What follows belongs to an exercise in optimizing a design on an open flow for small area; a production flow would make more cautious choices. In this exercise RTL edits were held to simulation tests only and were not proved equivalent to the original.

## flow/design.v (module list and top-level ports; edited modules follow where they fit)
// module oneshot_universal: 21 lines
// module clock_divider_1k_to_1hz: 21 lines
// module time_counter_hms_bcd: 106 lines
// module AlarmController: 185 lines
// module StopwatchController: 156 lines
// module TimerController: 154 lines
// module seven_seg_driver_6digit: 67 lines
// module LCD_WorldTime_Controller: 299 lines
// module DigitalClock: 334 lines
module DigitalClock(
    input        clk_1k,
    input        rst,
    input        clr_sw_n,
    input        alarm_sw,
    input        stopwatch_sw,
    input        timer_sw,
    input  [8:0] btn,          
    output [7:0] seg_data,
    output [7:0] seg_sel,
    output       lcd_rs,
    output       lcd_rw,
    output       lcd_e,
    output [7:0] lcd_data,
    output       piezo,
    output [7:0] led_1,        
    output [3:0] led_r,        
    output [3:0] led_g,        
    output [3:0] led_b         
);
  // ...
==> flow/run.sh <==
#!/bin/bash
# synth_recipe.tcl (not shown) runs the flow's synth.tcl, then flattens the netlist and writes it again
# the make line also repeats each setting of config.mk as NAME=value (left out here)
make -C /OpenROAD-flow-scripts/flow DESIGN_CONFIG=/design/flow/config.mk WORK_HOME=/design/flow/orfs CLKGATE_MAP_FILE= SYNTH_SCRIPT=/design/flow/synth_recipe.tcl finish
==> flow/config.mk <==
export PLATFORM = sky130hd
export DESIGN_NAME = DigitalClock
export DESIGN_NICKNAME = DigitalClock
export VERILOG_FILES = /design/flow/design.v
export SDC_FILE = /design/flow/constraint.sdc
export NUM_CORES = 4
export LEC_CHECK = 0
export ABC_AREA = 1
export CAP_MARGIN = 20
export CORE_MARGIN = 2
export CORE_UTILIZATION = 40
export SLEW_MARGIN = 20
==> flow/constraint.sdc <==
create_clock -name core_clock -period 500.0 [get_ports {clk_1k}]
set_input_delay 100.0000 -clock core_clock [delete_from_list [all_inputs] [get_ports {clk_1k}]]
set_output_delay 100.0000 -clock core_clock [all_outputs]
set_load 0.01 [all_outputs]
==> run summary, run 1 <==
- The run finished with no timing, DRC or antenna violations.
- TritonCTS built the clock tree.
- Of all nets on the critical path, the largest fanout is 23.
- Along the worst hold path, the cell count comes to 1.
- Leading registers by flop count: u_alarm.mem_hour: 48 flops, u_alarm.mem_min: 48 flops, u_alarm.mem_sec: 48 flops
* Detailed-route DRC error count: 0
- Vias in the first global route: ~150k
- In the final layout, the multi-input gates occupy 0.122 mm².
* Final GP Congestion: 1.01
- Number of flip-flops and latches: around 760
- Kind of cell adding the most delay to the critical path: compound AO/OA/AOI/OAI gates
- Of the total synthesized cell area, the portion taken by AND, OR, NAND and NOR gates is 28.6%.
- Antenna cells: 6
- In the layout the commonest cells are nand2_1, inv_1, ha_1.
- Buffers outside the clock tree occupy 1.42% of the routed design's cell area.
- Std-Cell Rows: 228
* Die Outline Area: 0.393 mm²
* Hold Path Origin: u_btn_oneshot.btn_reg[2]
- In this run the horizontal extent of the chip is 627 µm.
- Category of the worst setup path capture point: output port
- Number of standard cells in the layout, taps in and fillers out: 29800
- The clock passes through at most 3 buffers.
* Critical Path Most Common Cell: o21ai_0
- In the detailed route, the total length drawn on met3 is between 20 and 30 mm.
- Among all flip-flop cells after synthesis, the most frequent one is dfxtp_1.
* Tightest Hold Check Type: reg -> reg
- Combined flip-flop and latch cell area: between 0.015 and 0.02 mm²
- The worst hold path terminates at u_btn_oneshot.btn_trig[2].
* Buffer and inverter count on the worst path: 6
* Post-synthesis share of cell area spent on full adders, half adders and majority gates: between 20% and 30%
- Clock insertion delay at the later pin of the skew report: approximately 0.77 ns
* Post-place setup slack: between 200 and 300 ns
- Among all cell classes, the greatest summed area belongs to multi-input combinational cells.
- Initial DRC count: 11700
==> module time_counter_hms_bcd, before the edit <==
module time_counter_hms_bcd(
    input        clk,
    input        rst,
    input        clr_time,
    input        tick_1hz,
    input        inc_hour,
    input        inc_min,
    input        inc_sec,
    output reg [3:0] sec_ones,
    output reg [3:0] sec_tens,
    output reg [3:0] min_ones,
    output reg [3:0] min_tens,
    output reg [3:0] hour_ones,
    output reg [1:0] hour_tens
);
    wire sec_pulse  = tick_1hz | inc_sec;
    wire min_pulse  = inc_min;
    wire hour_pulse = inc_hour;
    always @(posedge clk) begin
        if (rst || clr_time) begin
            sec_ones  <= 4'd0;
            sec_tens  <= 4'd0;
            min_ones  <= 4'd0;
            min_tens  <= 4'd0;
            hour_ones <= 4'd0;
            hour_tens <= 2'd0;
        end
        else begin
            if (sec_pulse) begin
                if (sec_ones == 4'd9) begin
                    sec_ones <= 4'd0;
                    if (sec_tens == 4'd5) begin
                        sec_tens <= 4'd0;
                        if (min_ones == 4'd9) begin
                            min_ones <= 4'd0;
                            if (min_tens == 4'd5) begin
                                min_tens <= 4'd0;
                                if (hour_tens == 2'd2 && hour_ones == 4'd3) begin
                                    hour_tens <= 2'd0;
                                    hour_ones <= 4'd0;
                                end
                                else if (hour_ones == 4'd9) begin
                                    hour_ones <= 4'd0;
                                    hour_tens <= hour_tens + 2'd1;
                                end
                                else begin
                                    hour_ones <= hour_ones + 4'd1;
                                end
                            end
                            else begin
                                min_tens <= min_tens + 4'd1;
                            end
                        end
                        else begin
                            min_ones <= min_ones + 4'd1;
                        end
                    end
                    else begin
                        sec_tens <= sec_tens + 4'd1;
                    end
                end
                else begin
                    sec_ones <= sec_ones + 4'd1;
                end
            end
            if (min_pulse) begin
                if (min_ones == 4'd9) begin
                    min_ones <= 4'd0;
                    if (min_tens == 4'd5) begin
                        min_tens <= 4'd0;
                        if (hour_tens == 2'd2 && hour_ones == 4'd3) begin
                            hour_tens <= 2'd0;
                            hour_ones <= 4'd0;
                        end
                        else if (hour_ones == 4'd9) begin
                            hour_ones <= 4'd0;
                            hour_tens <= hour_tens + 2'd1;
                        end
                        else begin
                            hour_ones <= hour_ones + 4'd1;
                        end
                    end
                    else begin
                        min_tens <= min_tens + 4'd1;
                    end
                end
                else begin
                    min_ones <= min_ones + 4'd1;
                end
            end
            if (hour_pulse) begin
                if (hour_tens == 2'd2 && hour_ones == 4'd3) begin
                    hour_tens <= 2'd0;
                    hour_ones <= 4'd0;
                end
                else if (hour_ones == 4'd9) begin
                    hour_ones <= 4'd0;
                    hour_tens <= hour_tens + 2'd1;
                end
                else begin
                    hour_ones <= hour_ones + 4'd1;
                end
            end
        end
    end
endmodule
==> module AlarmController, before the edit <==
module AlarmController(
    input wire clk_1k,
    input wire rst,
    input wire tick_1hz,
    input wire alarm_sw,
    input wire btn_confirm,
    input wire btn_cancel,
    input wire btn_stop,
    input wire [2:0] alarm_btn_t,
    input wire [5:0] local_hour_val,
    input wire [5:0] cur_min_val,
    input wire [5:0] cur_sec_val,
    output reg alarm_enabled,
    output reg alarm_ringing,
    output reg [1:0] alarm_lcd_mode,
    output reg [5:0] alarm_hour_val,
    output reg [5:0] alarm_min_val,
    output reg [5:0] alarm_sec_val,
    output reg [3:0] alarm_h_tens,
    output reg [3:0] alarm_h_ones,
    output reg [3:0] alarm_m_tens,
    output reg [3:0] alarm_m_ones,
    output reg [3:0] alarm_s_tens,
    output reg [3:0] alarm_s_ones,
    output reg [7:0] alarm_leds
);
    reg [5:0] set_hour;
    reg [5:0] set_min;
    reg [5:0] set_sec;
    reg [5:0] mem_hour [0:7];
    reg [5:0] mem_min  [0:7];
    reg [5:0] mem_sec  [0:7];
    reg [3:0] alarm_count;
    reg [2:0] trigger_idx;
    reg [10:0] msg_timer;
    integer i;
    reg [2:0] next_alarm_idx;
    reg [16:0] min_diff;
    reg [16:0] diff;
    reg [16:0] cur_time_sec;
    reg [16:0] alarm_time_sec;
    always @(*) begin
        cur_time_sec = (local_hour_val * 3600) + (cur_min_val * 60) + cur_sec_val;
        min_diff = 17'd86401;
        next_alarm_idx = 3'd0;
        for (i = 0; i < 8; i = i + 1) begin
            if (i < alarm_count) begin
                alarm_time_sec = (mem_hour[i] * 3600) + (mem_min[i] * 60) + mem_sec[i];
                if (alarm_time_sec >= cur_time_sec) begin
                    diff = alarm_time_sec - cur_time_sec;
                end else begin
                    diff = (alarm_time_sec + 17'd86400) - cur_time_sec;
                end
                if (diff < min_diff) begin
                    min_diff = diff;
                    next_alarm_idx = i[2:0];
                end
            end
        end
    end
    always @(posedge clk_1k) begin
        if (rst) begin
            alarm_enabled <= 1'b0;
            alarm_ringing <= 1'b0;
            alarm_lcd_mode <= 2'b00;
            set_hour <= 0; set_min <= 0; set_sec <= 0;
            alarm_count <= 4'd0;
            trigger_idx <= 3'd0;
            msg_timer <= 11'd0;
        end else begin
        if (msg_timer > 0) msg_timer <= msg_timer - 1;
        if (alarm_ringing && btn_stop) begin
            alarm_ringing <= 1'b0;
            if (alarm_count > 0) begin
                if (trigger_idx != (alarm_count - 1)) begin
                    mem_hour[trigger_idx] <= mem_hour[alarm_count - 1];
                    mem_min[trigger_idx]  <= mem_min[alarm_count - 1];
                    mem_sec[trigger_idx]  <= mem_sec[alarm_count - 1];
                end
                alarm_count <= alarm_count - 1;
                if (alarm_count == 1) alarm_enabled <= 1'b0;
            end
            if (alarm_sw) alarm_lcd_mode <= 2'b01;
            else alarm_lcd_mode <= 2'b00;
            msg_timer <= 0;
        end
        else if (alarm_sw) begin
            if (alarm_btn_t[0]) begin
                if (set_hour >= 23) set_hour <= 0; else set_hour <= set_hour + 1;
            end
            if (alarm_btn_t[1]) begin
                if (set_min >= 59) set_min <= 0; else set_min <= set_min + 1;
            end
            if (alarm_btn_t[2]) begin
                if (set_sec >= 59) set_sec <= 0; else set_sec <= set_sec + 1;
            end
            if (btn_confirm) begin
                if (alarm_count < 4'd8) begin
                    mem_hour[alarm_count] <= set_hour;
                    mem_min[alarm_count]  <= set_min;
                    mem_sec[alarm_count]  <= set_sec;
                    alarm_count <= alarm_count + 1;
                    alarm_enabled <= 1'b1;
                end
                alarm_lcd_mode <= 2'b10;
                msg_timer <= 11'd2000;
            end
            else if (btn_cancel) begin
                alarm_count <= 4'd0;
                alarm_enabled <= 1'b0;
                alarm_ringing <= 1'b0;
                set_hour <= 0; set_min <= 0; set_sec <= 0;
                alarm_lcd_mode <= 2'b10;
                msg_timer <= 11'd2000;
            end
            else begin
                if (msg_timer == 0) begin
                    if (alarm_ringing) alarm_lcd_mode <= 2'b11;
                    else alarm_lcd_mode <= 2'b01;
                end
            end
        end
        else begin
            if (alarm_ringing) begin
                alarm_lcd_mode <= 2'b11;
            end
            else if (msg_timer == 0) begin
                alarm_lcd_mode <= 2'b00;
            end
        end
        if (alarm_enabled && !alarm_ringing) begin
            if (tick_1hz) begin
                for (i = 0; i < 8; i = i + 1) begin
                    if (i < alarm_count) begin
                        if ((local_hour_val == mem_hour[i]) && 
                            (cur_min_val == mem_min[i]) && 
                            (cur_sec_val == mem_sec[i])) begin
                            alarm_ringing <= 1'b1;
                            trigger_idx <= i[2:0];
                            alarm_lcd_mode <= 2'b11;
                        end
                    end
                end
            end
        end
        end
    end
    always @(*) begin
        case (alarm_count)
            4'd0: alarm_leds = 8'b0000_0000;
            4'd1: alarm_leds = 8'b0000_0001;
            4'd2: alarm_leds = 8'b0000_0011;
            4'd3: alarm_leds = 8'b0000_0111;
            4'd4: alarm_leds = 8'b0000_1111;
            4'd5: alarm_leds = 8'b0001_1111;
            4'd6: alarm_leds = 8'b0011_1111;
            4'd7: alarm_leds = 8'b0111_1111;
            4'd8: alarm_leds = 8'b1111_1111;
            default: alarm_leds = 8'b0000_0000;
        endcase
    end
    always @(*) begin
        if (alarm_sw) begin
            alarm_hour_val = set_hour;
            alarm_min_val  = set_min;
            alarm_sec_val  = set_sec;
        end 
        else if (alarm_count > 0) begin
            alarm_hour_val = mem_hour[next_alarm_idx];
            alarm_min_val  = mem_min[next_alarm_idx];
            alarm_sec_val  = mem_sec[next_alarm_idx];
        end 
        else begin
            alarm_hour_val = 6'd0;
            alarm_min_val  = 6'd0;
            alarm_sec_val  = 6'd0;
        end
        alarm_h_tens = alarm_hour_val / 10;
        alarm_h_ones = alarm_hour_val % 10;
        alarm_m_tens = alarm_min_val / 10;
        alarm_m_ones = alarm_min_val % 10;
        alarm_s_tens = alarm_sec_val / 10;
        alarm_s_ones = alarm_sec_val % 10;
    end
endmodule
==> inputs of run 2 (changes only) <==
--- a/flow/design.v
+++ b/flow/design.v
@@ -49,98 +49,51 @@
     input        inc_min,
     input        inc_sec,
-    output reg [3:0] sec_ones,
-    output reg [3:0] sec_tens,
-    output reg [3:0] min_ones,
-    output reg [3:0] min_tens,
+    output [3:0] sec_ones,
+    output [3:0] sec_tens,
+    output [3:0] min_ones,
+    output [3:0] min_tens,
     output reg [3:0] hour_ones,
     output reg [1:0] hour_tens
 );
-    wire sec_pulse  = tick_1hz | inc_sec;
-    wire min_pulse  = inc_min;
-    wire hour_pulse = inc_hour;
+    reg [3:0] s_o, m_o;
+    reg [2:0] s_t, m_t;
+    assign sec_ones = s_o;
+    assign sec_tens = {1'b0, s_t};
+    assign min_ones = m_o;
+    assign min_tens = {1'b0, m_t};
+    wire sec_pulse = tick_1hz | inc_sec;
+    wire sec_wrap  = sec_pulse & (s_o == 4'd9) & (s_t == 3'd5);
+    wire min_step  = sec_wrap | inc_min;
+    wire min_wrap  = min_step & (m_o == 4'd9) & (m_t == 3'd5);
+    wire hour_step = min_wrap | inc_hour;
     always @(posedge clk) begin
         if (rst || clr_time) begin
-            sec_ones  <= 4'd0;
-            sec_tens  <= 4'd0;
-            min_ones  <= 4'd0;
-            min_tens  <= 4'd0;
-            hour_ones <= 4'd0;
-            hour_tens <= 2'd0;
+            s_o <= 4'd0; s_t <= 3'd0;
+            m_o <= 4'd0; m_t <= 3'd0;
+            hour_ones <= 4'd0; hour_tens <= 2'd0;
         end
         else begin
             if (sec_pulse) begin
-                if (sec_ones == 4'd9) begin
-                    sec_ones <= 4'd0;
-                    if (sec_tens == 4'd5) begin
-                        sec_tens <= 4'd0;
-                        if (min_ones == 4'd9) begin
-                            min_ones <= 4'd0;
-                            if (min_tens == 4'd5) begin
-                                min_tens <= 4'd0;
-                                if (hour_tens == 2'd2 && hour_ones == 4'd3) begin
-                                    hour_tens <= 2'd0;
-                                    hour_ones <= 4'd0;
-                                end
-                                else if (hour_ones == 4'd9) begin
-                                    hour_ones <= 4'd0;
-                                    hour_tens <= hour_tens + 2'd1;
-                                end
-                                else begin
-                                    hour_ones <= hour_ones + 4'd1;
-                                end
-                            end
-                            else begin
-                                min_tens <= min_tens + 4'd1;
-                            end
-                        end
-                        else begin
-                            min_ones <= min_ones + 4'd1;
-                        end
-                    end
-                    else begin
-                        sec_tens <= sec_tens + 4'd1;
-                    end
-                end
-                else begin
-                    sec_ones <= sec_ones + 4'd1;
+                if (s_o == 4'd9) begin
+                    s_o <= 4'd0;
+                    s_t <= (s_t == 3'd5) ? 3'd0 : s_t + 3'd1;
                 end
+                else s_o <= s_o + 4'd1;
             end
-            if (min_pulse) begin
-                if (min_ones == 4'd9) begin
-                    min_ones <= 4'd0;
-                    if (min_tens == 4'd5) begin
-                        min_tens <= 4'd0;
-                        if (hour_tens == 2'd2 && hour_ones == 4'd3) begin
-                            hour_tens <= 2'd0;
-                            hour_ones <= 4'd0;
-                        end
-                        else if (hour_ones == 4'd9) begin
-                            hour_ones <= 4'd0;
-                            hour_tens <= hour_tens + 2'd1;
-                        end
-                        else begin
-                            hour_ones <= hour_ones + 4'd1;
-                        end
-                    end
-                    else begin
-                        min_tens <= min_tens + 4'd1;
-                    end
-                end
-                else begin
-                    min_ones <= min_ones + 4'd1;
+            if (min_step) begin
+                if (m_o == 4'd9) begin
+                    m_o <= 4'd0;
+                    m_t <= (m_t == 3'd5) ? 3'd0 : m_t + 3'd1;
                 end
+                else m_o <= m_o + 4'd1;
             end
-            if (hour_pulse) begin
+            if (hour_step) begin
                 if (hour_tens == 2'd2 && hour_ones == 4'd3) begin
-                    hour_tens <= 2'd0;
-                    hour_ones <= 4'd0;
+                    hour_tens <= 2'd0; hour_ones <= 4'd0;
                 end
                 else if (hour_ones == 4'd9) begin
-                    hour_ones <= 4'd0;
-                    hour_tens <= hour_tens + 2'd1;
-                end
-                else begin
-                    hour_ones <= hour_ones + 4'd1;
+                    hour_ones <= 4'd0; hour_tens <= hour_tens + 2'd1;
                 end
+                else hour_ones <= hour_ones + 4'd1;
             end
         end
@@ -156,58 +109,79 @@
     input wire btn_stop,
     input wire [2:0] alarm_btn_t,
-    input wire [5:0] local_hour_val,
-    input wire [5:0] cur_min_val,
-    input wire [5:0] cur_sec_val,
-    output reg alarm_enabled,
-    output reg alarm_ringing,
-    output reg [1:0] alarm_lcd_mode,
-    output reg [5:0] alarm_hour_val,
-    output reg [5:0] alarm_min_val,
-    output reg [5:0] alarm_sec_val,
-    output reg [3:0] alarm_h_tens,
-    output reg [3:0] alarm_h_ones,
-    output reg [3:0] alarm_m_tens,
-    output reg [3:0] alarm_m_ones,
-    output reg [3:0] alarm_s_tens,
-    output reg [3:0] alarm_s_ones,
+    input wire [4:0] cur_hour,
+    input wire [5:0] cur_min,
+    input wire [5:0] cur_sec,
+    output wire alarm_enabled,
+    output reg  alarm_ringing,
+    output reg  [1:0] alarm_lcd_mode,
+    output wire [3:0] alarm_h_tens,
+    output wire [3:0] alarm_h_ones,
+    output wire [3:0] alarm_m_tens,
+    output wire [3:0] alarm_m_ones,
+    output wire [3:0] alarm_s_tens,
+    output wire [3:0] alarm_s_ones,
     output reg [7:0] alarm_leds
 );
-    reg [5:0] set_hour;
+    reg [4:0] set_hour;
     reg [5:0] set_min;
     reg [5:0] set_sec;
-    reg [5:0] mem_hour [0:7];
-    reg [5:0] mem_min  [0:7];
-    reg [5:0] mem_sec  [0:7];
+    reg [16:0] mem [0:7];
     reg [3:0] alarm_count;
     reg [2:0] trigger_idx;
     reg [10:0] msg_timer;
+    assign alarm_enabled = (alarm_count != 4'd0);
+    wire [16:0] cur = {cur_hour, cur_min, cur_sec};
+    wire [7:0] valid;
+    wire [17:0] key [0:7];
+    genvar g;
+    generate
+        for (g = 0; g < 8; g = g + 1) begin : g_key
+            assign valid[g] = (alarm_count > g);
+            assign key[g] = {(mem[g] < cur), mem[g]};
+        end
+    endgenerate
+    wire [17:0] k1 [0:3];
+    wire [2:0]  i1 [0:3];
+    wire [3:0]  v1;
+    generate
+        for (g = 0; g < 4; g = g + 1) begin : g_l1
+            wire pick_b = valid[2*g+1] & (~valid[2*g] | (key[2*g+1] <= key[2*g]));
+            assign k1[g] = pick_b ? key[2*g+1] : key[2*g];
+            assign i1[g] = pick_b ? (2*g+1) : (2*g);
+            assign v1[g] = valid[2*g] | valid[2*g+1];
+        end
+    endgenerate
+    wire [17:0] k2 [0:1];
+    wire [2:0]  i2 [0:1];
+    wire [1:0]  v2;
+    generate
+        for (g = 0; g < 2; g = g + 1) begin : g_l2
+            wire pick_b = v1[2*g+1] & (~v1[2*g] | (k1[2*g+1] <= k1[2*g]));
+            assign k2[g] = pick_b ? k1[2*g+1] : k1[2*g];
+            assign i2[g] = pick_b ? i1[2*g+1] : i1[2*g];
+            assign v2[g] = v1[2*g] | v1[2*g+1];
+        end
+    endgenerate
+    wire pick3 = v2[1] & (~v2[0] | (k2[1] <= k2[0]));
+    wire [17:0] kmin = pick3 ? k2[1] : k2[0];
+    wire [2:0]  imin = pick3 ? i2[1] : i2[0];
+    wire match = (kmin == {1'b0, cur});
+    wire [3:0]  cnt_m1   = alarm_count - 4'd1;
+    wire [16:0] mem_last = mem[cnt_m1[2:0]];
+    wire do_stop    = alarm_ringing & btn_stop;
+    wire do_confirm = ~do_stop & alarm_sw & btn_confirm;
+    wire do_add     = do_confirm & (alarm_count < 4'd8);
+    wire do_cancel  = ~do_stop & alarm_sw & ~btn_confirm & btn_cancel;
+    wire do_remove  = do_stop & (alarm_count != 4'd0);
+    wire do_trig    = alarm_enabled & ~alarm_ringing & tick_1hz & match;
+    wire [2:0]  waddr = do_stop ? trigger_idx : alarm_count[2:0];
+    wire [16:0] wdata = do_stop ? mem_last : {set_hour, set_min, set_sec};
     integer i;
-    reg [2:0] next_alarm_idx;
-    reg [16:0] min_diff;
-    reg [16:0] diff;
-    reg [16:0] cur_time_sec;
-    reg [16:0] alarm_time_sec;
-    always @(*) begin
-        cur_time_sec = (local_hour_val * 3600) + (cur_min_val * 60) + cur_sec_val;
-        min_diff = 17'd86401;
-        next_alarm_idx = 3'd0;
-        for (i = 0; i < 8; i = i + 1) begin
-            if (i < alarm_count) begin
-                alarm_time_sec = (mem_hour[i] * 3600) + (mem_min[i] * 60) + mem_sec[i];
-                if (alarm_time_sec >= cur_time_sec) begin
-                    diff = alarm_time_sec - cur_time_sec;
-                end else begin
-                    diff = (alarm_time_sec + 17'd86400) - cur_time_sec;
-                end
-                if (diff < min_diff) begin
-                    min_diff = diff;
-                    next_alarm_idx = i[2:0];
-                end
-            end
-        end
+    always @(posedge clk_1k) begin
+        for (i = 0; i < 8; i = i + 1)
+            if ((do_remove | do_add) && waddr == i) mem[i] <= wdata;
     end
     always @(posedge clk_1k) begin
         if (rst) begin
-            alarm_enabled <= 1'b0;
             alarm_ringing <= 1'b0;
             alarm_lcd_mode <= 2'b00;
@@ -217,79 +191,40 @@
             msg_timer <= 11'd0;
         end else begin
-        if (msg_timer > 0) msg_timer <= msg_timer - 1;
-        if (alarm_ringing && btn_stop) begin
-            alarm_ringing <= 1'b0;
-            if (alarm_count > 0) begin
-                if (trigger_idx != (alarm_count - 1)) begin
-                    mem_hour[trigger_idx] <= mem_hour[alarm_count - 1];
-                    mem_min[trigger_idx]  <= mem_min[alarm_count - 1];
-                    mem_sec[trigger_idx]  <= mem_sec[alarm_count - 1];
-                end
-                alarm_count <= alarm_count - 1;
-                if (alarm_count == 1) alarm_enabled <= 1'b0;
-            end
-            if (alarm_sw) alarm_lcd_mode <= 2'b01;
-            else alarm_lcd_mode <= 2'b00;
-            msg_timer <= 0;
-        end
-        else if (alarm_sw) begin
-            if (alarm_btn_t[0]) begin
-                if (set_hour >= 23) set_hour <= 0; else set_hour <= set_hour + 1;
-            end
-            if (alarm_btn_t[1]) begin
-                if (set_min >= 59) set_min <= 0; else set_min <= set_min + 1;
-            end
-            if (alarm_btn_t[2]) begin
-                if (set_sec >= 59) set_sec <= 0; else set_sec <= set_sec + 1;
-            end
-            if (btn_confirm) begin
-                if (alarm_count < 4'd8) begin
-                    mem_hour[alarm_count] <= set_hour;
-                    mem_min[alarm_count]  <= set_min;
-                    mem_sec[alarm_count]  <= set_sec;
-                    alarm_count <= alarm_count + 1;
-                    alarm_enabled <= 1'b1;
-                end
-                alarm_lcd_mode <= 2'b10;
-                msg_timer <= 11'd2000;
-            end
-            else if (btn_cancel) begin
-                alarm_count <= 4'd0;
-                alarm_enabled <= 1'b0;
+            if (msg_timer != 0) msg_timer <= msg_timer - 11'd1;
+            if (do_stop) begin
                 alarm_ringing <= 1'b0;
-                set_hour <= 0; set_min <= 0; set_sec <= 0;
-                alarm_lcd_mode <= 2'b10;
-                msg_timer <= 11'd2000;
+                if (alarm_count != 0) alarm_count <= cnt_m1;
+                alarm_lcd_mode <= alarm_sw ? 2'b01 : 2'b00;
+                msg_timer <= 0;
+            end
+            else if (alarm_sw) begin
+                if (alarm_btn_t[0]) set_hour <= (set_hour >= 5'd23) ? 5'd0 : set_hour + 5'd1;
+                if (alarm_btn_t[1]) set_min  <= (set_min  >= 6'd59) ? 6'd0 : set_min + 6'd1;
+                if (alarm_btn_t[2]) set_sec  <= (set_sec  >= 6'd59) ? 6'd0 : set_sec + 6'd1;
+                if (btn_confirm) begin
+                    if (do_add) alarm_count <= alarm_count + 4'd1;
+                    alarm_lcd_mode <= 2'b10;
+                    msg_timer <= 11'd2000;
+                end
+                else if (btn_cancel) begin
+                    alarm_count <= 4'd0;
+                    alarm_ringing <= 1'b0;
+                    set_hour <= 0; set_min <= 0; set_sec <= 0;
+                    alarm_lcd_mode <= 2'b10;
+                    msg_timer <= 11'd2000;
+                end
+                else if (msg_timer == 0) begin
+                    alarm_lcd_mode <= alarm_ringing ? 2'b11 : 2'b01;
+                end
             end
             else begin
-                if (msg_timer == 0) begin
-                    if (alarm_ringing) alarm_lcd_mode <= 2'b11;
-                    else alarm_lcd_mode <= 2'b01;
-                end
+                if (alarm_ringing) alarm_lcd_mode <= 2'b11;
+                else if (msg_timer == 0) alarm_lcd_mode <= 2'b00;
             end
-        end
-        else begin
-            if (alarm_ringing) begin
+            if (do_trig) begin
+                alarm_ringing <= 1'b1;
+                trigger_idx <= imin;
                 alarm_lcd_mode <= 2'b11;
             end
-            else if (msg_timer == 0) begin
-                alarm_lcd_mode <= 2'b00;
-            end
-        end
-        if (alarm_enabled && !alarm_ringing) begin
-            if (tick_1hz) begin
-                for (i = 0; i < 8; i = i + 1) begin
-                    if (i < alarm_count) begin
-                        if ((local_hour_val == mem_hour[i]) && 
-                            (cur_min_val == mem_min[i]) && 
-                            (cur_sec_val == mem_sec[i])) begin
-                            alarm_ringing <= 1'b1;
-                            trigger_idx <= i[2:0];
-                            alarm_lcd_mode <= 2'b11;
-                        end
-                    end
-                end
-            end
-        end
         end
     end
@@ -308,27 +243,17 @@
         endcase
     end
-    always @(*) begin
-        if (alarm_sw) begin
-            alarm_hour_val = set_hour;
-            alarm_min_val  = set_min;
-            alarm_sec_val  = set_sec;
-        end 
-        else if (alarm_count > 0) begin
-            alarm_hour_val = mem_hour[next_alarm_idx];
-            alarm_min_val  = mem_min[next_alarm_idx];
-            alarm_sec_val  = mem_sec[next_alarm_idx];
-        end 
-        else begin
-            alarm_hour_val = 6'd0;
-            alarm_min_val  = 6'd0;
-            alarm_sec_val  = 6'd0;
-        end
-        alarm_h_tens = alarm_hour_val / 10;
-        alarm_h_ones = alarm_hour_val % 10;
-        alarm_m_tens = alarm_min_val / 10;
-        alarm_m_ones = alarm_min_val % 10;
-        alarm_s_tens = alarm_sec_val / 10;
-        alarm_s_ones = alarm_sec_val % 10;
-    end
+    wire [16:0] shown = alarm_sw ? {set_hour, set_min, set_sec} :
+                        alarm_enabled ? kmin[16:0] : 17'd0;
+    bin6_to_bcd u_h (.v({1'b0, shown[16:12]}), .tens(alarm_h_tens), .ones(alarm_h_ones));
+    bin6_to_bcd u_m (.v(shown[11:6]), .tens(alarm_m_tens), .ones(alarm_m_ones));
+    bin6_to_bcd u_s (.v(shown[5:0]),  .tens(alarm_s_tens), .ones(alarm_s_ones));
+endmodule
+module bin6_to_bcd(
+    input  [5:0] v,
+    output [3:0] tens,
+    output [3:0] ones
+);
+    assign tens = v / 10;
+    assign ones = v % 10;
 endmodule
 module StopwatchController(
@@ -340,19 +265,19 @@
     input        btn_clear,
     input        btn_view,
-    output reg [3:0] cur_m_tens, cur_m_ones,
-    output reg [3:0] cur_s_tens, cur_s_ones,
-    output reg [3:0] cur_cs_tens, cur_cs_ones,
-    output reg [3:0] lap_m_tens, lap_m_ones,
-    output reg [3:0] lap_s_tens, lap_s_ones,
-    output reg [3:0] lap_cs_tens, lap_cs_ones,
-    output reg [3:0] int_m_tens, int_m_ones,
-    output reg [3:0] int_s_tens, int_s_ones,
-    output reg [3:0] int_cs_tens, int_cs_ones,
-    output reg [3:0] best_m_tens, best_m_ones,
-    output reg [3:0] best_s_tens, best_s_ones,
-    output reg [3:0] best_cs_tens, best_cs_ones,
-    output reg [3:0] avg_m_tens, avg_m_ones,
-    output reg [3:0] avg_s_tens, avg_s_ones,
-    output reg [3:0] avg_cs_tens, avg_cs_ones,
+    output [3:0] cur_m_tens, cur_m_ones,
+    output [3:0] cur_s_tens, cur_s_ones,
+    output [3:0] cur_cs_tens, cur_cs_ones,
+    output [3:0] lap_m_tens, lap_m_ones,
+    output [3:0] lap_s_tens, lap_s_ones,
+    output [3:0] lap_cs_tens, lap_cs_ones,
+    output [3:0] int_m_tens, int_m_ones,
+    output [3:0] int_s_tens, int_s_ones,
+    output [3:0] int_cs_tens, int_cs_ones,
+    output [3:0] best_m_tens, best_m_ones,
+    output [3:0] best_s_tens, best_s_ones,
+    output [3:0] best_cs_tens, best_cs_ones,
+    output [3:0] avg_m_tens, avg_m_ones,
+    output [3:0] avg_s_tens, avg_s_ones,
+    output [3:0] avg_cs_tens, avg_cs_ones,
     output reg        lap_valid,
     output reg [1:0]  sw_lcd_mode,
@@ -360,159 +285,212 @@
 );
     reg stopwatch_sw_d;
-    wire sw_rise =  stopwatch_sw & ~stopwatch_sw_d;
+    wire sw_rise = stopwatch_sw & ~stopwatch_sw_d;
+    wire clear   = sw_rise | (stopwatch_sw & btn_clear);
+    wire active  = ~clear & stopwatch_sw;
     reg running;
-    reg [3:0] cs_ones, cs_tens;
-    reg [3:0] s_ones, s_tens;
-    reg [3:0] m_ones, m_tens;
     reg [3:0] sub_10ms;
-    reg [31:0] sw_ticks;
-    reg [31:0] prev_lap_ticks;
-    reg [31:0] interval_ticks;
-    reg [31:0] lap_count;
+    reg [11:0] banner_cnt;
+    wire not_banner = (sw_lcd_mode != 2'b01);
+    wire tick = active & running & (sub_10ms == 4'd9);
+    wire lap  = active & not_banner & btn_lap;
+    reg [21:0] cur;
+    reg pend;
+    wire [21:0] cur_inc;
+    bcd_mmsscc_inc u_inc (.v(cur), .o(cur_inc));
+    wire [21:0] cnt = pend ? cur_inc : cur;
+    assign {cur_m_tens, cur_m_ones, cur_s_tens, cur_s_ones, cur_cs_tens, cur_cs_ones} =
+        {1'b0, cur[21:19], cur[18:15], 1'b0, cur[14:12], cur[11:8], cur[7:4], cur[3:0]};
+    reg [21:0] lapr;
+    assign {lap_m_tens, lap_m_ones, lap_s_tens, lap_s_ones, lap_cs_tens, lap_cs_ones} =
+        {1'b0, lapr[21:19], lapr[18:15], 1'b0, lapr[14:12], lapr[11:8], lapr[7:4], lapr[3:0]};
+    reg [31:0] sw_ticks;      
+    reg [31:0] int_ticks;     
+    reg [31:0] lap_n;         
     reg [31:0] sum_lap_ticks;
     reg [31:0] best_lap_ticks;
-    reg [11:0] banner_cnt;
-    task calc_bcd;
-        input [31:0] ticks;
-        output [3:0] mt, mo, st, so, cst, cso;
-        reg [31:0] q;
-        reg [12:0] t;
-        reg [6:0] m, s, c;
-        begin
-            q = ticks / 6000;
-            m = (q > 99) ? 7'd99 : q[6:0];
-            t = ticks % 6000;
-            s = t / 100;
-            c = t % 100;
-            mt = m / 10; mo = m % 10;
-            st = s / 10; so = s % 10;
-            cst = c / 10; cso = c % 10;
-        end
-    endtask
+    wire sw_wrap  = &sw_ticks;
+    wire int_wrap = &int_ticks;
+    wire [23:0] best_live, int_live;
+    calc_bcd_track u_tb (.clk(clk_1k), .clr(rst | clear | (tick & sw_wrap)), .inc(tick), .set1(1'b0), .v(best_live));
+    calc_bcd_track u_ti (.clk(clk_1k), .clr(rst | clear | lap | (tick & int_wrap)), .inc(tick), .set1(lap & tick), .v(int_live));
+    reg [23:0] intr, bestr, avgr;
+    assign {int_m_tens, int_m_ones, int_s_tens, int_s_ones, int_cs_tens, int_cs_ones} = intr;
+    assign {best_m_tens, best_m_ones, best_s_tens, best_s_ones, best_cs_tens, best_cs_ones} = bestr;
+    assign {avg_m_tens, avg_m_ones, avg_s_tens, avg_s_ones, avg_cs_tens, avg_cs_ones} = avgr;
+    wire [31:0] sum_new = sum_lap_ticks + sw_ticks;
+    wire [31:0] avg_q = sum_new / lap_n;
+    wire [23:0] avg_bcd;
+    calc_bcd32 u_avg (.ticks(avg_q), .o(avg_bcd));
+    wire best_upd = (lap_n == 32'd1) || (sw_ticks < best_lap_ticks);
     always @(posedge clk_1k) begin
         if (rst) begin
             stopwatch_sw_d <= 0; running <= 0;
-            cs_ones <= 0; cs_tens <= 0; s_ones <= 0; s_tens <= 0; m_ones <= 0; m_tens <= 0; sub_10ms <= 0;
-            sw_ticks <= 0; prev_lap_ticks <= 0;
-            lap_count <= 0; sum_lap_ticks <= 0;
+            sub_10ms <= 0; cur <= 0; pend <= 0;
+            sw_ticks <= 0; int_ticks <= 0;
+            lap_n <= 32'd1; sum_lap_ticks <= 0;
             best_lap_ticks <= 32'hFFFF_FFFF;
             lap_valid <= 0; sw_lcd_mode <= 0; sw_update_toggle <= 0;
             banner_cnt <= 0;
-            cur_m_tens<=0; cur_m_ones<=0; cur_s_tens<=0; cur_s_ones<=0; cur_cs_tens<=0; cur_cs_ones<=0;
-            lap_m_tens<=0; lap_m_ones<=0; lap_s_tens<=0; lap_s_ones<=0; lap_cs_tens<=0; lap_cs_ones<=0;
-            int_m_tens<=0; int_m_ones<=0; int_s_tens<=0; int_s_ones<=0; int_cs_tens<=0; int_cs_ones<=0;
-            best_m_tens<=0; best_m_ones<=0; best_s_tens<=0; best_s_ones<=0; best_cs_tens<=0; best_cs_ones<=0;
-            avg_m_tens<=0; avg_m_ones<=0; avg_s_tens<=0; avg_s_ones<=0; avg_cs_tens<=0; avg_cs_ones<=0;
+            lapr <= 0; intr <= 0; bestr <= 0; avgr <= 0;
         end
         else begin
-        stopwatch_sw_d <= stopwatch_sw;
-        if (sw_rise || (stopwatch_sw && btn_clear)) begin
-            running <= 0;
-            cs_ones <= 0; cs_tens <= 0; s_ones <= 0; s_tens <= 0; m_ones <= 0; m_tens <= 0; sub_10ms <= 0;
-            sw_ticks <= 0;
-            prev_lap_ticks <= 0;
-            lap_count <= 0;
-            sum_lap_ticks <= 0;
-            best_lap_ticks <= 32'hFFFF_FFFF;
-            lap_valid <= 0;
-            cur_m_tens<=0; cur_m_ones<=0; cur_s_tens<=0; cur_s_ones<=0; cur_cs_tens<=0; cur_cs_ones<=0;
-            lap_m_tens<=0; lap_m_ones<=0; lap_s_tens<=0; lap_s_ones<=0; lap_cs_tens<=0; lap_cs_ones<=0;
-            int_m_tens<=0; int_m_ones<=0; int_s_tens<=0; int_s_ones<=0; int_cs_tens<=0; int_cs_ones<=0;
-            best_m_tens<=0; best_m_ones<=0; best_s_tens<=0; best_s_ones<=0; best_cs_tens<=0; best_cs_ones<=0;
-            avg_m_tens<=0; avg_m_ones<=0; avg_s_tens<=0; avg_s_ones<=0; avg_cs_tens<=0; avg_cs_ones<=0;
-            if (sw_rise) begin
-                sw_lcd_mode <= 2'b01;
-                banner_cnt <= 0;
-            end
-            sw_update_toggle <= ~sw_update_toggle;
-        end
-        else if (!stopwatch_sw) begin
-            running <= 0;
-            sw_lcd_mode <= 2'b00;
-        end
-        else begin
-            if (sw_lcd_mode == 2'b01) begin
-                if (banner_cnt >= 3000) begin
-                    sw_lcd_mode <= 2'b10;
-                    sw_update_toggle <= ~sw_update_toggle;
-                end else banner_cnt <= banner_cnt + 1;
-            end
-            if ((sw_lcd_mode != 2'b01) && btn_start) running <= ~running;
-            if ((sw_lcd_mode != 2'b01) && btn_view) begin
-                if (sw_lcd_mode == 2'b10) sw_lcd_mode <= 2'b11;
-                else if (sw_lcd_mode == 2'b11) sw_lcd_mode <= 2'b10;
+            stopwatch_sw_d <= stopwatch_sw;
+            if (clear) begin
+                running <= 0;
+                sub_10ms <= 0; cur <= 0; pend <= 0;
+                sw_ticks <= 0; int_ticks <= 0;
+                lap_n <= 32'd1; sum_lap_ticks <= 0;
+                best_lap_ticks <= 32'hFFFF_FFFF;
+                lap_valid <= 0;
+                lapr <= 0; intr <= 0; bestr <= 0; avgr <= 0;
+                if (sw_rise) begin
+                    sw_lcd_mode <= 2'b01;
+                    banner_cnt <= 0;
+                end
                 sw_update_toggle <= ~sw_update_toggle;
             end
-            if (running) begin
-                if (sub_10ms == 9) begin
-                    sub_10ms <= 0;
-                    sw_ticks <= sw_ticks + 1;
-                    if (cs_ones==9) begin cs_ones<=0;
-                        if (cs_tens==9) begin cs_tens<=0;
-                            if (s_ones==9) begin s_ones<=0;
-                                if (s_tens==5) begin s_tens<=0;
-                                    if (m_ones==9) begin m_ones<=0;
-                                        if (m_tens==5) m_tens<=0; else m_tens<=m_tens+1;
-                                    end else m_ones<=m_ones+1;
-                                end else s_tens<=s_tens+1;
-                            end else s_ones<=s_ones+1;
-                        end else cs_tens<=cs_tens+1;
-                    end else cs_ones<=cs_ones+1;
-                end else sub_10ms <= sub_10ms + 1;
-            end
-            cur_m_tens <= m_tens; cur_m_ones <= m_ones;
-            cur_s_tens <= s_tens; cur_s_ones <= s_ones;
-            cur_cs_tens <= cs_tens; cur_cs_ones <= cs_ones;
-            if ((sw_lcd_mode != 2'b01) && btn_lap) begin
-                lap_m_tens <= m_tens; lap_m_ones <= m_ones;
-                lap_s_tens <= s_tens; lap_s_ones <= s_ones;
-                lap_cs_tens <= cs_tens; lap_cs_ones <= cs_ones;
-                interval_ticks = sw_ticks - prev_lap_ticks;
-                prev_lap_ticks <= sw_ticks;
-                calc_bcd(interval_ticks, 
-                         int_m_tens, int_m_ones, int_s_tens, int_s_ones, int_cs_tens, int_cs_ones);
-                lap_valid <= 1;
-                if (lap_count == 0 || sw_ticks < best_lap_ticks) begin
-                    best_lap_ticks <= sw_ticks;
-                    calc_bcd(sw_ticks, 
-                             best_m_tens, best_m_ones, best_s_tens, best_s_ones, best_cs_tens, best_cs_ones);
-                end
-                sum_lap_ticks <= sum_lap_ticks + sw_ticks;
-                lap_count <= lap_count + 1;
-                calc_bcd((sum_lap_ticks + sw_ticks) / (lap_count + 1),
-                         avg_m_tens, avg_m_ones, avg_s_tens, avg_s_ones, avg_cs_tens, avg_cs_ones);
-                sw_update_toggle <= ~sw_update_toggle;
+            else if (!stopwatch_sw) begin
+                running <= 0;
+                sw_lcd_mode <= 2'b00;
+            end
+            else begin
+                if (sw_lcd_mode == 2'b01) begin
+                    if (banner_cnt >= 12'd3000) begin
+                        sw_lcd_mode <= 2'b10;
+                        sw_update_toggle <= ~sw_update_toggle;
+                    end else banner_cnt <= banner_cnt + 12'd1;
+                end
+                if (not_banner && btn_start) running <= ~running;
+                if (not_banner && btn_view) begin
+                    if (sw_lcd_mode == 2'b10) sw_lcd_mode <= 2'b11;
+                    else if (sw_lcd_mode == 2'b11) sw_lcd_mode <= 2'b10;
+                    sw_update_toggle <= ~sw_update_toggle;
+                end
+                if (running) begin
+                    if (sub_10ms == 4'd9) begin
+                        sub_10ms <= 0;
+                        sw_ticks <= sw_ticks + 32'd1;
+                        int_ticks <= int_ticks + 32'd1;
+                    end else sub_10ms <= sub_10ms + 4'd1;
+                end
+                cur <= cnt;
+                pend <= tick;
+                if (lap) begin
+                    lapr <= cnt;
+                    int_ticks <= {31'd0, tick};
+                    intr <= int_live;
+                    lap_valid <= 1;
+                    if (best_upd) begin
+                        best_lap_ticks <= sw_ticks;
+                        bestr <= best_live;
+                    end
+                    sum_lap_ticks <= sum_new;
+                    lap_n <= lap_n + 32'd1;
+                    avgr <= avg_bcd;
+                    sw_update_toggle <= ~sw_update_toggle;
+                end
             end
         end
+    end
+endmodule
+module bcd_mmsscc_inc(
+    input  [21:0] v,
+    output [21:0] o
+);
+    wire [2:0] mt = v[21:19];
+    wire [3:0] mo = v[18:15];
+    wire [2:0] st = v[14:12];
+    wire [3:0] so = v[11:8];
+    wire [3:0] ct = v[7:4];
+    wire [3:0] co = v[3:0];
+    wire c0 = (co == 4'd9);
+    wire c1 = c0 & (ct == 4'd9);
+    wire c2 = c1 & (so == 4'd9);
+    wire c3 = c2 & (st == 3'd5);
+    wire c4 = c3 & (mo == 4'd9);
+    assign o[3:0]   = c0 ? 4'd0 : co + 4'd1;
+    assign o[7:4]   = c0 ? (c1 ? 4'd0 : ct + 4'd1) : ct;
+    assign o[11:8]  = c1 ? (c2 ? 4'd0 : so + 4'd1) : so;
+    assign o[14:12] = c2 ? (c3 ? 3'd0 : st + 3'd1) : st;
+    assign o[18:15] = c3 ? (c4 ? 4'd0 : mo + 4'd1) : mo;
+    assign o[21:19] = c4 ? ((mt == 3'd5) ? 3'd0 : mt + 3'd1) : mt;
+endmodule
+module calc_bcd_track(
+    input clk,
+    input clr,
+    input inc,
+    input set1,
+    output [23:0] v
+);
+    reg [3:0] mt, mo, so, ct, co;
+    reg [2:0] st;
+    assign v = {mt, mo, 1'b0, st, so, ct, co};
+    wire c0 = (co == 4'd9);
+    wire c1 = c0 & (ct == 4'd9);
+    wire c2 = c1 & (so == 4'd9);
+    wire c3 = c2 & (st == 3'd5);
+    wire sat = (mt == 4'd9) & (mo == 4'd9);
+    always @(posedge clk) begin
+        if (clr) begin
+            mt <= 0; mo <= 0; st <= 0; so <= 0; ct <= 0; co <= {3'd0, set1};
+        end else if (inc) begin
+            co <= c0 ? 4'd0 : co + 4'd1;
+            if (c0) ct <= c1 ? 4'd0 : ct + 4'd1;
+            if (c1) so <= c2 ? 4'd0 : so + 4'd1;
+            if (c2) st <= c3 ? 3'd0 : st + 3'd1;
+            if (c3 & ~sat) begin
+                if (mo == 4'd9) begin mo <= 0; mt <= mt + 4'd1; end
+                else mo <= mo + 4'd1;
+            end
         end
     end
 endmodule
+module calc_bcd32(
+    input  [31:0] ticks,
+    output [23:0] o
+);
+    reg [31:0] q;
+    reg [12:0] t;
+    reg [6:0] m, s, c;
+    reg [3:0] mt, mo, st, so, cst, cso;
+    always @(*) begin
+        q = ticks / 6000;
+        m = (q > 99) ? 7'd99 : q[6:0];
+        t = ticks % 6000;
+        s = t / 100;
+        c = t % 100;
+        mt = m / 10; mo = m % 10;
+        st = s / 10; so = s % 10;
+        cst = c / 10; cso = c % 10;
+    end
+    assign o = {mt, mo, st, so, cst, cso};
+endmodule
 module TimerController(
     input wire clk_1k,
-    input wire rst,          
-    input wire tick_1hz,        
-    input wire timer_sw,        
-    input wire btn_h_inc,       
-    input wire btn_m_inc,       
-    input wire btn_s_inc,       
-    input wire btn_confirm,     
-    input wire btn_start, 
+    input wire rst,
+    input wire tick_1hz,
+    input wire timer_sw,
+    input wire btn_h_inc,
+    input wire btn_m_inc,
+    input wire btn_s_inc,
+    input wire btn_confirm,
+    input wire btn_start,
     input wire btn_clear,
     input wire btn_add5,
     input wire btn_add10,
     input wire btn_add15,
-    output reg [3:0] tm_h_tens,
-    output reg [3:0] tm_h_ones,
-    output reg [3:0] tm_m_tens,
-    output reg [3:0] tm_m_ones,
-    output reg [3:0] tm_s_tens,
-    output reg [3:0] tm_s_ones,
-    output reg [1:0] timer_state, 
-    output wire led_1_blink,      
-    output wire [2:0] rgb_pwm,    
+    output wire [3:0] tm_h_tens,
+    output wire [3:0] tm_h_ones,
+    output wire [3:0] tm_m_tens,
+    output wire [3:0] tm_m_ones,
+    output wire [3:0] tm_s_tens,
+    output wire [3:0] tm_s_ones,
+    output reg [1:0] timer_state,
+    output wire led_1_blink,
+    output wire [2:0] rgb_pwm,
     output wire piezo_out,
     output reg [3:0] sand_count
 );
-    reg [5:0] cnt_hour;
+    reg [4:0] cnt_hour;
     reg [5:0] cnt_min;
     reg [5:0] cnt_sec;
@@ -524,5 +502,9 @@
     reg [10:0] confirm_msg_cnt;
     reg [16:0] total_start_time;
-    reg [16:0] current_remain;
+    wire [16:0] current_remain = (cnt_hour * 17'd3600) + (cnt_min * 17'd60) + cnt_sec;
+    wire any_set = (cnt_hour != 0) | (cnt_min != 0) | (cnt_sec != 0);
+    wire [6:0] m5  = cnt_min + 7'd5;
+    wire [6:0] m10 = cnt_min + 7'd10;
+    wire [6:0] m15 = cnt_min + 7'd15;
     always @(posedge clk_1k) begin
         if (rst || btn_clear) begin
@@ -536,61 +518,43 @@
                     ring_cnt <= 0;
                     if (timer_sw) begin
-                        if (btn_h_inc) begin if (cnt_hour >= 23) cnt_hour <= 0; else cnt_hour <= cnt_hour + 1; end
-                        if (btn_m_inc) begin if (cnt_min >= 59) cnt_min <= 0; else cnt_min <= cnt_min + 1; end
-                        if (btn_s_inc) begin if (cnt_sec >= 59) cnt_sec <= 0; else cnt_sec <= cnt_sec + 1; end
+                        if (btn_h_inc) cnt_hour <= (cnt_hour >= 5'd23) ? 5'd0 : cnt_hour + 5'd1;
+                        if (btn_m_inc) cnt_min <= (cnt_min >= 6'd59) ? 6'd0 : cnt_min + 6'd1;
+                        if (btn_s_inc) cnt_sec <= (cnt_sec >= 6'd59) ? 6'd0 : cnt_sec + 6'd1;
                         if (btn_add5) begin
-                            if (cnt_min + 5 >= 60) begin
-                                cnt_min <= (cnt_min + 5) - 60;
-                                if (cnt_hour < 23) cnt_hour <= cnt_hour + 1;
-                            end else begin
-                                cnt_min <= cnt_min + 5;
-                            end
+                            if (m5 >= 7'd60) begin cnt_min <= m5 - 7'd60; if (cnt_hour < 5'd23) cnt_hour <= cnt_hour + 5'd1; end
+                            else cnt_min <= m5[5:0];
                         end
                         if (btn_add10) begin
-                            if (cnt_min + 10 >= 60) begin
-                                cnt_min <= (cnt_min + 10) - 60;
-                                if (cnt_hour < 23) cnt_hour <= cnt_hour + 1;
-                            end else begin
-                                cnt_min <= cnt_min + 10;
-                            end
+                            if (m10 >= 7'd60) begin cnt_min <= m10 - 7'd60; if (cnt_hour < 5'd23) cnt_hour <= cnt_hour + 5'd1; end
+                            else cnt_min <= m10[5:0];
                         end
                         if (btn_add15) begin
-                            if (cnt_min + 15 >= 60) begin
-                                cnt_min <= (cnt_min + 15) - 60;
-                                if (cnt_hour < 23) cnt_hour <= cnt_hour + 1;
-                            end else begin
-                                cnt_min <= cnt_min + 15;
-                            end
+                            if (m15 >= 7'd60) begin cnt_min <= m15 - 7'd60; if (cnt_hour < 5'd23) cnt_hour <= cnt_hour + 5'd1; end
+                            else cnt_min <= m15[5:0];
                         end
                         if (btn_confirm) begin
                             timer_state <= S_CONFIRM; confirm_msg_cnt <= 0;
                         end
-                        if (btn_start) begin
-                            if (cnt_hour != 0 || cnt_min != 0 || cnt_sec != 0) begin
-                                timer_state <= S_RUNNING;
-                                total_start_time <= (cnt_hour * 3600) + (cnt_min * 60) + cnt_sec;
-                            end
+                        if (btn_start && any_set) begin
+                            timer_state <= S_RUNNING;
+                            total_start_time <= current_remain;
                         end
                     end
                 end
                 S_CONFIRM: begin
-                    if (confirm_msg_cnt >= 2000) timer_state <= S_IDLE_SET;
-                    else confirm_msg_cnt <= confirm_msg_cnt + 1;
+                    if (confirm_msg_cnt >= 11'd2000) timer_state <= S_IDLE_SET;
+                    else confirm_msg_cnt <= confirm_msg_cnt + 11'd1;
                 end
                 S_RUNNING: begin
                     if (tick_1hz) begin
-                        if (cnt_sec > 0) cnt_sec <= cnt_sec - 1;
-                        else begin 
-                            if (cnt_min > 0) begin cnt_min <= cnt_min - 1; cnt_sec <= 59; end
-                            else begin 
-                                if (cnt_hour > 0) begin cnt_hour <= cnt_hour - 1; cnt_min <= 59; cnt_sec <= 59; end
-                                else begin timer_state <= S_RINGING; ring_cnt <= 3; end
-                            end
-                        end
+                        if (cnt_sec != 0) cnt_sec <= cnt_sec - 6'd1;
+                        else if (cnt_min != 0) begin cnt_min <= cnt_min - 6'd1; cnt_sec <= 6'd59; end
+                        else if (cnt_hour != 0) begin cnt_hour <= cnt_hour - 5'd1; cnt_min <= 6'd59; cnt_sec <= 6'd59; end
+                        else begin timer_state <= S_RINGING; ring_cnt <= 2'd3; end
                     end
                 end
                 S_RINGING: begin
                     if (tick_1hz) begin
-                        if (ring_cnt > 0) ring_cnt <= ring_cnt - 1;
+                        if (ring_cnt != 0) ring_cnt <= ring_cnt - 2'd1;
                         else begin timer_state <= S_IDLE_SET; cnt_hour <= 0; cnt_min <= 0; cnt_sec <= 0; end
                     end
@@ -599,10 +563,11 @@
         end
     end
+    wire [19:0] sand_num = current_remain * 20'd9 + {4'd0, total_start_time[16:1]};
+    wire [19:0] sand_q = sand_num / {3'd0, total_start_time};
     always @(*) begin
-        current_remain = (cnt_hour * 3600) + (cnt_min * 60) + cnt_sec;
-        if (timer_state == S_RUNNING && total_start_time > 0) begin
-            sand_count = (current_remain * 9 + (total_start_time/2)) / total_start_time;
+        if (timer_state == S_RUNNING && total_start_time != 0) begin
+            sand_count = sand_q[3:0];
             if (sand_count > 9) sand_count = 9;
-            if (sand_count == 0 && current_remain > 0) sand_count = 1;
+            if (sand_count == 0 && current_remain != 0) sand_count = 1;
         end else if (timer_state == S_IDLE_SET || timer_state == S_CONFIRM) begin
             sand_count = 9;
@@ -611,34 +576,35 @@
         end
     end
-    always @(*) begin
-        tm_h_tens = cnt_hour / 10; tm_h_ones = cnt_hour % 10;
-        tm_m_tens = cnt_min / 10; tm_m_ones = cnt_min % 10;
-        tm_s_tens = cnt_sec / 10; tm_s_ones = cnt_sec % 10;
-    end
+    bin6_to_bcd u_th (.v({1'b0, cnt_hour}), .tens(tm_h_tens), .ones(tm_h_ones));
+    bin6_to_bcd u_tm (.v(cnt_min), .tens(tm_m_tens), .ones(tm_m_ones));
+    bin6_to_bcd u_ts (.v(cnt_sec), .tens(tm_s_tens), .ones(tm_s_ones));
     reg [9:0] blink_cnt;
     always @(posedge clk_1k) begin
         if (rst) blink_cnt <= 0;
         else if (timer_state == S_RUNNING) begin
-            if (blink_cnt >= 999) blink_cnt <= 0; else blink_cnt <= blink_cnt + 1;
+            if (blink_cnt >= 10'd999) blink_cnt <= 0; else blink_cnt <= blink_cnt + 10'd1;
         end else blink_cnt <= 0;
     end
-    assign led_1_blink = ((timer_state == S_RUNNING) && !timer_sw) ? (blink_cnt < 500) : 1'b0;
+    assign led_1_blink = ((timer_state == S_RUNNING) && !timer_sw) ? (blink_cnt < 10'd500) : 1'b0;
     reg piezo_reg;
     always @(posedge clk_1k) begin
-        if (rst) piezo_reg <= 0; else if (timer_state == S_RINGING) piezo_reg <= ~piezo_reg; else piezo_reg <= 0;
-    end
-    assign piezo_out = (timer_state == S_RINGING) ? piezo_reg : 0;
-    wire [11:0] total_sec = (cnt_hour * 3600) + (cnt_min * 60) + cnt_sec;
-    reg r_on, g_on, b_on;
+        if (rst) piezo_reg <= 0;
+        else if (timer_state == S_RINGING) piezo_reg <= ~piezo_reg;
+        else piezo_reg <= 0;
+    end
+    assign piezo_out = (timer_state == S_RINGING) ? piezo_reg : 1'b0;
+    wire hour0 = (cnt_hour == 0);
+    wire [11:0] total_sec = current_remain[11:0];
+    reg r_on, g_on;
     always @(*) begin
-        r_on = 0; g_on = 0; b_on = 0;
-        if (timer_state == S_RUNNING && cnt_hour == 0) begin
-            if (total_sec <= 15 && total_sec > 5) g_on = 1;
-            else if (total_sec <= 5 && total_sec > 3) begin r_on = 1; g_on = 1; end
-            else if (total_sec <= 3) r_on = 1;
+        r_on = 0; g_on = 0;
+        if (timer_state == S_RUNNING && hour0) begin
+            if (total_sec <= 12'd15 && total_sec > 12'd5) g_on = 1;
+            else if (total_sec <= 12'd5 && total_sec > 12'd3) begin r_on = 1; g_on = 1; end
+            else if (total_sec <= 12'd3) r_on = 1;
         end
         else if (timer_state == S_RINGING) r_on = 1;
     end
-    assign rgb_pwm[2] = r_on; assign rgb_pwm[1] = g_on; assign rgb_pwm[0] = b_on; 
+    assign rgb_pwm = {r_on, g_on, 1'b0};
 endmodule
 module seven_seg_driver_6digit(
@@ -882,5 +848,5 @@
                S_WRITE_ROW2    = 4'd11;
     reg [3:0] state;
-    reg [15:0] delay_cnt;
+    reg [8:0] delay_cnt;
     reg [4:0]  idx;
     reg [7:0] bell_pattern;
@@ -916,5 +882,5 @@
         else case (state)
             S_POWERON_DELAY: begin
-                if (delay_cnt >= 16'd500) begin delay_cnt <= 0; state <= S_FUNC_SET; end
+                if (delay_cnt >= 9'd500) begin delay_cnt <= 0; state <= S_FUNC_SET; end
                 else delay_cnt <= delay_cnt + 1;
                 lcd_e <= 0;
@@ -1088,16 +1054,9 @@
         end
     end
-    reg [5:0] local_hour_val;
-    reg [5:0] cur_min_val, cur_sec_val;
-    always @(*) begin
-        case (hour_tens)
-            2'd0: local_hour_val = {2'b00, hour_ones};
-            2'd1: local_hour_val = 6'd10 + hour_ones;
-            2'd2: local_hour_val = 6'd20 + hour_ones;
-            default: local_hour_val = 6'd0;
-        endcase
-        cur_min_val = {2'b00, min_tens} * 6'd10 + {2'b00, min_ones};
-        cur_sec_val = {2'b00, sec_tens} * 6'd10 + {2'b00, sec_ones};
-    end
+    wire [4:0] local_hour_val = (hour_tens == 2'd0) ? {1'b0, hour_ones} :
+                                (hour_tens == 2'd1) ? 5'd10 + hour_ones :
+                                (hour_tens == 2'd2) ? 5'd20 + hour_ones : 5'd0;
+    wire [5:0] cur_min_val = min_tens[2:0] * 6'd10 + min_ones;
+    wire [5:0] cur_sec_val = sec_tens[2:0] * 6'd10 + sec_ones;
     reg [5:0] world_hour_val, disp_hour_val;
     reg [1:0] disp_hour_tens;
@@ -1107,11 +1066,9 @@
     always @(*) begin
         case (world_mode)
-            3'd0: temp_hour = local_hour_val;
-            3'd1: temp_hour = local_hour_val + 6'd10; 
-            3'd2: temp_hour = local_hour_val + 6'd15; 
-            3'd3: temp_hour = local_hour_val + 6'd16; 
-            3'd4: temp_hour = local_hour_val + 6'd16; 
-            3'd5: temp_hour = local_hour_val;
-            default: temp_hour = local_hour_val;
+            3'd1: temp_hour = local_hour_val + 6'd10;
+            3'd2: temp_hour = local_hour_val + 6'd15;
+            3'd3: temp_hour = local_hour_val + 6'd16;
+            3'd4: temp_hour = local_hour_val + 6'd16;
+            default: temp_hour = {1'b0, local_hour_val};
         endcase
         if (temp_hour >= 6'd24) world_hour_val = temp_hour - 6'd24;
@@ -1135,5 +1092,4 @@
     wire [1:0] alarm_lcd_mode;
     wire [3:0] alarm_h_tens, alarm_h_ones, alarm_m_tens, alarm_m_ones, alarm_s_tens, alarm_s_ones;
-    wire [5:0] ah_val, am_val, as_val; 
     wire [7:0] alarm_leds; 
     AlarmController u_alarm (
@@ -1146,11 +1102,10 @@
         .btn_stop       (btn_t[5]),
         .alarm_btn_t    (btn_t[2:0]),
-        .local_hour_val (local_hour_val),
-        .cur_min_val    (cur_min_val),
-        .cur_sec_val    (cur_sec_val),
+        .cur_hour       (local_hour_val),
+        .cur_min        (cur_min_val),
+        .cur_sec        (cur_sec_val),
         .alarm_enabled  (alarm_enabled),
         .alarm_ringing  (alarm_ringing),
         .alarm_lcd_mode (alarm_lcd_mode),
-        .alarm_hour_val (ah_val), .alarm_min_val (am_val), .alarm_sec_val (as_val),
         .alarm_h_tens   (alarm_h_tens), .alarm_h_ones   (alarm_h_ones),
         .alarm_m_tens   (alarm_m_tens), .alarm_m_ones   (alarm_m_ones),
@@ -1297,5 +1252,5 @@
     );
     localparam MELODY_LEN = 5'd25;
-    localparam HALF_SEC_CNT = 10'd500;
+    localparam HALF_SEC_CNT = 9'd500;
     localparam NOTE_REST = 2'd0;
     localparam NOTE_DO   = 2'd1;
@@ -1305,10 +1260,10 @@
     reg [4:0] note_idx;
     reg       play_phase;
-    reg [9:0] half_cnt;
-    reg [9:0] tone_cnt_melody;
+    reg [8:0] half_cnt;
+    reg [1:0] tone_cnt_melody;
     reg       piezo_melody;
-    wire [9:0] tone_limit = (cur_note == NOTE_MI) ? 10'd1 :
-                            (cur_note == NOTE_RE) ? 10'd2 :
-                            (cur_note == NOTE_DO) ? 10'd3 : 10'd0;
+    wire [1:0] tone_limit = (cur_note == NOTE_MI) ? 2'd1 :
+                            (cur_note == NOTE_RE) ? 2'd2 :
+                            (cur_note == NOTE_DO) ? 2'd3 : 2'd0;
     always @(posedge clk_1k) begin
         if (rst || !alarm_ringing) begin
==> run 2 against run 1 <==
Net effect: area after synthesis is 34% lower; via count shrank 34%; synthesized cell count down 35%; final area fell by 34%; sequential share of layout area increased by 4.9 points.
==> run summary, run 2 <==
* Transition at the pin with the smallest max-transition slack: 1.17 ns (was 1.26 ns)
- The number of synthesized register bits is 751 (was 763).
- The final design utilization is 43.2% (was 42.8%).
* Number of setup buffers added after CTS: 0 (unchanged)
- CP Data Arrival Time: 106.15 ns (was 106.80 ns)
* DRT Pass-1 Iters: 10 (was 7)
* TritonCTS Buffers: 93 (was 92)
* Final period util: 41.2% (was 41.4%)
* Top-level I/O count: 63 (unchanged)
* Core region area: 0.254 mm² (was 0.386 mm²)
- Ranking of synthesized cells by area: ha_1, dfxtp_1, nand2_1, inv_1, a21oi_1 (was ha_1, nand2_1, inv_1, dfxtp_1, a21oi_1).
* Number of cells on the worst reg-to-reg path: 604 (was 646)
* Pin count of the biggest net entering global routing: 87 (was 176)
* Std-Cell Rows: 185 (was 228)
- The total grt overflow came to 0 (unchanged).
* Gr usage total: 26.4% (was 26.2%)
- Most used standard cells in the synthesized netlist: nand2_1, inv_1, nor2_1 (was nand2_1, inv_1, ha_1).
- Crit path kind: in -> out (unchanged)
- Layout-stage area growth over the synthesis result: 7.43% (was 6.59%)
- Clock Pin Slew Worst Setup and Hold Paths: 0.05 ns (about the same)
- Detailed-route DRC error count: 0 (unchanged)
- Unrepaired setup endpoints after global routing: no (unchanged)
- Share of post-route cells with drive strength above 1: 6.12% (was 6.13%)
* Tightest Hold Check Type: reg -> reg (unchanged)
* Number of buffers between clock root and the deepest sink: 3 (unchanged)
- The critical hold path startpoint is u_clr_oneshot.btn_reg (was u_btn_oneshot.btn_reg[2]).
* Width of the chip: 509 µm (was 627 µm)
- The number of warnings reported in the yosys synthesis log is 16 (was 13).
- The cell with the most instances after synthesis is nand2_1 (unchanged).
* Terminating pin of the worst hold path: u_clr_oneshot.btn_trig (was u_btn_oneshot.btn_trig[2])
- Total number of nets in the final design: 17300 (was 27000)
- Top-area cell type share of the netlist area: 16.3% (was 17.5%)
- Most frequent cells in the layout: nand2_1, inv_1, nor2_1 (was nand2_1, inv_1, ha_1)
- Sink count of the clock tree: 751 (was 763)
- The initial antenna violation count is 4 (was 12).
* Post-place instance area: 0.106 mm² (was 0.162 mm²)
- Final TNS setup: 0 ns (unchanged)
* DRT antenna net count: 0 (unchanged)
- The via count of the first global-routing pass was 97900 (was 146000).
* Hold_ws: 0.377 ns (was 0.385 ns)
* Total count of max-transition violations in the final report: 0 (unchanged)
- The synthesized instance count was 15900 (was 24700).
* Height of the die: 509 µm (was 627 µm)
- The smallest setup slack after layout is 293.85 ns (was 293.20 ns).
* Initial Utilization: 40.2% (about the same)
- The detail-routed net length per standard cell was 18.3 µm (was 17.9 µm).
- TritonCTS clock tree: built (unchanged)
* CTS H-Tree Depth: 3 (unchanged)
- Launching element type of the critical path: input pin (unchanged)
- First-pass GRT wire length: 550 mm (was 822 mm)
- The critical path endpoint category is an output port (unchanged).
- Number of enable flip-flop cells after synthesis: 137 (was 144)
- Number of hold violations in the final report: 0 (unchanged)
* Fraction of synthesis flops using an asynchronous set or reset pin: 0% (unchanged)
- Worst setup slack for register-to-register paths: 401.03 ns (was 389.48 ns)
- The worst slack at placement is 293.84 ns (was 293.20 ns).
* Relative slew margins: 22.0% (was 15.8%)
- The mean instance size in the synthesized netlist is 6.40 µm² (was 6.29 µm²).
- The count of input and output buffers was 55 (unchanged).
- The post-synth design cell area was 0.102 mm² (was 0.155 mm²).
* Number of distinct library cells after synthesis: 110 (was 102)
* Final period demand of the worst path: 206.15 ns (was 206.80 ns)
- Root buffer cell: clkbuf_16 (unchanged)
- The clock insertion delay at the later pin of the skew report came to 0.78 ns (was 0.77 ns).
- The maximum operating frequency was 4.85 MHz (was 4.84 MHz).
- Hold Path Stages: 1 (unchanged)
- Initial DRC count: 8310 (was 11700)
- The highest fanout seen on the critical path came to 22 (was 23).
* Crit Reg-Reg Endpoint: u_stopwatch.avgr[1] (was u_lcd.state[1])
- CTS-repair resized insts: 0 (unchanged)
* Setup violators final: 0 (unchanged)
* CTS hold repair buffers: 0 (unchanged)
- Ratio of routed vias to standard cells: 5.46 (was 5.33)
- Crit path from: alarm_sw (unchanged)
* Required time of the critical path: 400.00 ns (about the same)
* Max reg flops: 136
* Final GP Congestion: 1.05 (was 1.01)
- The worst-case clock skew came to 0.0863 ns (was 0.0765 ns).
- The total wirelength of the detailed-routed design was 353 mm (was 534 mm).
* Largest area contributor in the netlist: ha_1 (unchanged)
* Detailed-route via count: 105000 (was 159000)
- The die footprint was 0.259 mm² (was 0.393 mm²).
- The proportion of synthesized chip area in sequential cells is 16.1% (was 10.8%).
- The cell area after layout came to 0.110 mm² (was 0.165 mm²).
* HPWL after detailed placement: 282 mm (was 433 mm)
- Ranked by flip-flop count, first place goes to u_alarm.mem.
- The source of the worst register-to-register timing path is u_stopwatch.sw_ticks[16] (was u_timer.cnt_min[0]).
- The commonest non-fill, non-tap cell in the layout was nand2_1 (unchanged).
* Most instantiated flip-flop cell in the synthesis netlist: dfxtp_1 (unchanged)
- Result of the run: no timing/DRC/antenna violations (unchanged).
* Reported max-cap violation count: 0 (unchanged)
run 2: cell count changes in the layout (fill, tap and decap cells not counted), moves of 111 or more:
cell,change
nor2_1,-541
or2_2,-111
nand2_2,-167
nand2_1,-2148
inv_1,-1446
fa_1,-249
a21oi_1,-617
ha_1,-843
o21ai_0,-489
xor2_1,-471
nand3_1,-572
xnor2_1,-274
run 2: kinds of logic after synthesis:
group                      synth area share, %
buffers and inverters                     10.7
muxes                                    0.216
DFF                                       16.1
AOI/OAI and AO/OA                         22.3
adders and majority gates                 16.9
xor gates and xnor gates                  6.20
and+or+nand+nor                           27.5
other                                  0.00736
run 2: per-stage QoR:
| step | std cells |
|---|---|
| finish | 19300 |
| CTS | 19300 |
| global route | 19300 |
| detailed placement | 19200 |
| global placement | 19200 |
| floorplan | 15900 |
run 2: area by class of cell:
class	count	area, µm²
fillers	27000	144000
multi-input cells	12400	74800
flip-flops and latches	751	16400
inverters	2425	9170
well taps	3366	4210
clock buffers	127	2620
repair buffers	221	1790
clock inverters	43	569
diodes	1	2.50
run 2: worst max-delay path by stage:
stage	cells after the start	end	slack (ns)
final	23	seg_data[4]	293.85
after global routing	23	seg_data[4]	293.19
after CTS	23	seg_data[4]	293.81
after detailed placement	23	seg_data[4]	293.84
after global placement	23	seg_data[4]	293.92
after floorplan	22	seg_data[4]	296.22
run 2: critical path, stage by stage:
cell and delay, ns:
clkdlybuf4s50_1 0.47, buf_4 0.23, inv_1 0.36, o21ai_0 0.51
inv_1 0.12, ha_1 0.20, inv_1 0.05, ha_1 0.21
o21ai_0 0.37, nand3_1 0.23, nand2_1 0.12, xor2_1 0.23
inv_1 0.06, o21ai_0 0.07, nand4_1 0.25, inv_1 0.16
nor2_1 0.06, xor2_1 0.39, a221oi_1 0.17, nor4_2 0.78
o21ai_0 0.26, o21ai_0 0.25, clkdlybuf4s50_1 0.57
run 2: per-layer routing:
layer  up-vias  wire, µm  track usage, %  share of wire (%)
li1      53800         -               -                  -
met4         4     15300            10.5                4.3
met1     48200    157000            33.8                 44
met2      2788    162000            45.0                 46
met5         -        27               0             0.0076
met3       666     19300            2.85                5.5

static timing again, ports no longer ideal:
No port has a modelled driver above. Below, the same layouts with a new extraction and two added sets of constraints. Step 1 sets driving cells, clkbuf_16 on the clock port and buf_2 on the other inputs (assumed; they add their load-dependent delay and slew). Step 2 also shifts input and output timing later by t, the mid clock arrival at the registers, as if the neighbouring blocks saw the same clock. Slacks: ideal ports / drivers / drivers and shift; pairs: ideal ports / drivers.
run | t, ns | slack for setup (ns) | latest minus earliest clock arrival (ns) | worst register clock-pin slew, ns
run 1 | 0.831 | 293.197 / 292.961 / 292.961 | 0.081 / 0.081 | 0.08 / 0.08
run 2 | 0.835 | 293.850 / 293.805 / 293.805 | 0.089 / 0.089 | 0.07 / 0.07
After both steps every run listed still meets setup and hold. The setup slack of run 1, which loses most, moves by -0.236 ns with the drivers and by -0.236 ns with both steps.
